What follows belongs to an exercise in optimizing a design on an open flow for small area, a short achievable clock period and few clock cycles; a production flow would make more cautious choices.
The RTL was checked by simulation tests, not by an equivalence proof against the original design.

// fmultiplier
module fmultiplier(
    input  wire        clk,
    input  wire        rst,
    input  wire        valid,       
    input  wire [31:0] a,
    input  wire [31:0] b,
    output reg  [31:0] z,
    output reg         out_valid    
);
Size: roughly 3,200 cells after synthesis, about 130 flip-flops, ~100 I/O pins.
clock: 10.0 ns
lec_check: 0
abc_area: 1
cap_margin: 20
core_margin: 2
core_utilization: 40
place_density: 0.6
setup_slack_margin: 4.0
slew_margin: 20
synth_hierarchical: 1
standard.sh (not shown) runs the stock make flow with config.mk's settings and CLKGATE_MAP_FILE= SYNTH_SCRIPT=/design/flow/synth_recipe.tcl, a recipe that flattens the netlist after the stock synthesis.
==> flow/flow/run.sh <==
#!/bin/bash
# Standard layout, with the ports buffered by buf cells instead of the delay
# buffer that buffer_ports picks by default.
export BUFFER_PORTS_ARGS="-buffer_cell sky130_fd_sc_hd__buf_2"
bash standard.sh > standard.log 2>&1
The first run finished with timing, DRC and antenna clean.
Testbench counts at the start, summed over its fixed seeds: cycles 16,082.
Edit:
--- a/flow/design.v
+++ b/flow/design.v
@@ -642,21 +642,20 @@
     wire fs262, fc262;
     fmul_fa u_fa262 (.a(bm12[22]), .b(hs29), .c(fc219), .s(fs262), .co(fc262));
     wire fs263, fc263;
     fmul_fa u_fa263 (.a(~bn[11]), .b(bm12[23]), .c(hc29), .s(fs263), .co(fc263));
     wire [47:0] s_row = {fs263, fs262, fs261, fc259, fs259, fs258, fs257, fc255, fc254, fs254, fs253, fs252, fc250, fc249, fc248, fc247, fc246, fc245, fc244, fc243, fc242, fc241, fc240, fc239, fc238, fc237, fc236, fc235, fc234, fc233, fc232, fc231, fc230, fc229, fc228, fc227, fc226, fc225, fc224, fc223, fc222, fc221, fc220, hc31, hc30, bm1[0], bm0[1], bn[0]};
     wire [47:0] c_row = {fc262, fc261, fc260, fs260, fc258, fc257, fc256, fs256, fs255, fc253, fc252, fc251, fs251, fs250, fs249, fs248, fs247, fs246, fs245, fs244, fs243, fs242, fs241, fs240, fs239, fs238, fs237, fs236, fs235, fs234, fs233, fs232, fs231, fs230, fs229, fs228, fs227, fs226, fs225, fs224, fs223, fs222, fs221, fs220, hs31, hs30, 1'b0, bm0[0]};
-    wire        sub = a_ez | b_ez;                  
-    wire [4:0]  kn  = msb23(a_ez ? fa : fb);        
-    wire [7:0]  xo  = a_ez ? xb : xa;               
+    wire [4:0]  ka  = msb23(fa), kb = msb23(fb);    
     wire [8:0]  xs  = {1'b0, xa} + {1'b0, xb};
     wire signed [10:0] u_nn = $signed({2'b00, xs}) - 11'sd128;
-    wire signed [10:0] u_sn = $signed({3'b000, xo}) + $signed({6'd0, kn}) - 11'sd150;
-    wire signed [10:0] u  = sub ? u_sn : u_nn;
+    wire signed [10:0] u_an = $signed({3'b000, xb}) + $signed({6'd0, ka}) - 11'sd150;
+    wire signed [10:0] u_bn = $signed({3'b000, xa}) + $signed({6'd0, kb}) - 11'sd150;
+    wire signed [10:0] u  = a_ez ? u_an : (b_ez ? u_bn : u_nn);
     wire        nrm = ~u[10];                       
-    wire [4:0]  t1  = sub ? kn : 5'd23;             
+    wire [4:0]  t1  = a_ez ? ka : (b_ez ? kb : 5'd23);    
     wire signed [10:0] t2 = 11'sd151 - $signed({2'b00, xs});    
     wire        t2big = (xs < 9'd88);               
     wire [5:0]  t2c = t2big ? 6'd63 : t2[5:0];
     wire [5:0]  tsh = nrm ? {1'b0, t1} : t2c;       
     wire [7:0]  e_0 = nrm ? u[7:0] : 8'd0;          
     wire        ovf_hi = nrm & (u >= 11'sd254);
What happened:
- The changed run completed with no timing, DRC or antenna violations
- worst setup slack gains 0.072 ns
- clock skew barely changes
- design area rose by about 3.5%
- utilization fell by 0.57 points
- wire length rose by 9.4%
- cell count rose by 7.3%
- fmax rose by 1.2%
- count of clock-buffer cells in the layout fell by 1
- synthesized cell count rose by 8.4%
Testbench counts after the change, summed over its fixed seeds: cycles 16,082.

* * *

Another version of the RTL of fmultiplier (not shown whole).
For scale: ~3500 cells after synthesis, about 0.028 mm^2 of cells after synthesis.
==> flow/config.mk <==
export PLATFORM = sky130hd
export DESIGN_NAME = fmultiplier
export DESIGN_NICKNAME = fmultiplier
export VERILOG_FILES = /design/flow/design.v
export SDC_FILE = /design/flow/constraint.sdc
export NUM_CORES = 4
export LEC_CHECK = 0
export CAP_MARGIN = 20
export CORE_MARGIN = 2
export CORE_UTILIZATION = 40
export PLACE_DENSITY = 0.6
export SLEW_MARGIN = 20
==> flow/constraint.sdc <==
create_clock -name core_clock -period 10.0 [get_ports {clk}]
set_input_delay 2.0000 -clock core_clock [delete_from_list [all_inputs] [get_ports {clk}]]
set_output_delay 2.0000 -clock core_clock [all_outputs]
set_load 0.01 [all_outputs]
run.sh (not shown) runs the stock make flow with config.mk's settings and CLKGATE_MAP_FILE= SYNTH_SCRIPT=/design/flow/synth_recipe.tcl, a recipe that flattens the netlist after the stock synthesis.
Stock flow here: none of the scripts above is used.
Testbench counts at the start, summed over its fixed seeds: cycles 16,000.
Next try:
--- a/flow/design.v
+++ b/flow/design.v
@@ -682,19 +682,25 @@
     wire [7:0]  e_0 = nrm ? u[7:0] : 8'd0;          
     wire [5:0]  tzl = tzs + {1'b0, lzs};
     wire        st1 = nrm ? (tzl < 6'd23) : ($signed({5'd0, tzs}) < t2);
     wire        st0 = nrm ? (tzl < 6'd22) : ($signed({5'd0, tzs}) + 11'sd1 < t2);
     wire        ovf_hi = nrm & (u >= 11'sd254);
     wire        ovf_eq = nrm & (u == 11'sd253);
-    reg [47:0] r_s, r_c;
+    localparam K = 24;
+    wire [K:0]  p_lo = {1'b0, s_row[K-1:0]} + {1'b0, c_row[K-1:0]};
+    reg [47:K] r_s, r_c;
+    reg [K-1:0] r_plo;
+    reg        r_cy;
     reg [5:0]  r_tsh;
     reg [7:0]  r_e0;
     reg        r_st1, r_st0, r_ovh, r_ove, r_sz, r_nan, r_inf, r_zero;
     always @(posedge clk) begin
-        r_s    <= s_row;
-        r_c    <= c_row;
+        r_s    <= s_row[47:K];
+        r_c    <= c_row[47:K];
+        r_plo  <= p_lo[K-1:0];
+        r_cy   <= p_lo[K];
         r_tsh  <= tsh;
         r_e0   <= e_0;
         r_st1  <= st1;
         r_st0  <= st0;
         r_ovh  <= ovf_hi & ~is_zero;
         r_ove  <= ovf_eq & ~is_zero;
@@ -706,27 +712,29 @@
     always @(posedge clk or posedge rst) begin
         if (rst)
             out_valid <= 1'b0;
         else
             out_valid <= valid;
     end
-    wire [47:0] p = r_s + r_c;
+    wire [47:K] p_hi = r_s + r_c + {{(47-K){1'b0}}, r_cy};
+    wire [47:0] p = {p_hi, r_plo};
     wire [70:0] x  = {p, 23'd0};
     wire [70:0] qx = x >> r_tsh;
     wire [47:22] q = qx[47:22];
     wire [7:0]  e_1 = r_e0 + 8'd1;
     wire [7:0]  e_2 = r_e0 + 8'd2;
-    wire [23:0] m  = q[47] ? q[47:24] : q[46:23];
-    wire        g  = q[47] ? q[23] : q[22];
-    wire        st = q[47] ? r_st1 : r_st0;
-    wire [7:0]  ef = q[47] ? e_2 : (q[46] ? e_1 : r_e0);
-    wire        inc = g & (st | m[0]);
-    wire [30:0] pk0 = {ef, m[22:0]};
-    wire [30:0] pk1 = pk0 + 31'd1;
-    wire [30:0] pk  = inc ? pk1 : pk0;
-    wire        ovf = r_ovh | (r_ove & q[47]);
+    wire        inc_h = q[23] & (r_st1 | q[24]);
+    wire [30:0] pk_h0 = {e_2, q[46:24]};
+    wire [30:0] pk_h1 = pk_h0 + 31'd1;
+    wire [30:0] pk_h  = inc_h ? pk_h1 : pk_h0;
+    wire        inc_l = q[22] & (r_st0 | q[23]);
+    wire [30:0] pk_l0 = {(q[46] ? e_1 : r_e0), q[45:23]};
+    wire [30:0] pk_l1 = pk_l0 + 31'd1;
+    wire [30:0] pk_l  = inc_l ? pk_l1 : pk_l0;
+    wire [30:0] pk    = q[47] ? pk_h : pk_l;
+    wire        ovf   = r_ovh | (r_ove & q[47]);
     always @(*) begin
         if (r_nan)
             z = 32'h7FC0_0000;
         else if (r_inf | ovf)
             z = {r_sz, 8'hFF, 23'd0};
         else if (r_zero)
Effect: Routed wire length drops by about a fifth; non-clock buffer count goes down by 5; first-iteration DRC count shrinks by a few percent; maximum frequency goes up by a few percent; area after synthesis shrinks by a few percent; hold slack improved by 0.074 ns; count of clock-buffer cells in the layout went down by 12; cell count fell by a little under a tenth; worst setup slack improves by 0.60 ns; global-route usage decreases by 3.4 points; utilization goes down by 0.22 points; cell area came out lower by a few percent.
Testbench counts after the change, summed over its fixed seeds: cycles 16,000.

-- separate check: timing with driven ports --
How much do the figures lean on ideal ports? The routed layouts below were timed once more, with nothing changed but the port constraints.
Step 1 assumes that a clkbuf_16 drives the clock port and a buf_2 every other input.
Step 2 also shifts input and output timing later by t, the mid clock arrival at the registers, as if the neighbouring blocks saw the same clock.
a / b / c = ideal / step 1 / step 2; a / b = the first two.
run	shift t [ns]	setup slack, ns	cell pins on the clock port's net
the first run of note 1	0.513	3.843 / 3.783 / 3.485	1
the second run of note 1	0.539	3.915 / 3.856 / 3.489	1
the first run of note 2	0.465	0.598 / 0.550 / 0.965	1
the second run of note 2	0.406	1.200 / 1.224 / 0.818	1
After both steps every run listed still meets setup and hold. The setup slack of the second run of note 1, which loses most, moves by -0.059 ns with the drivers and by -0.426 ns with both steps.
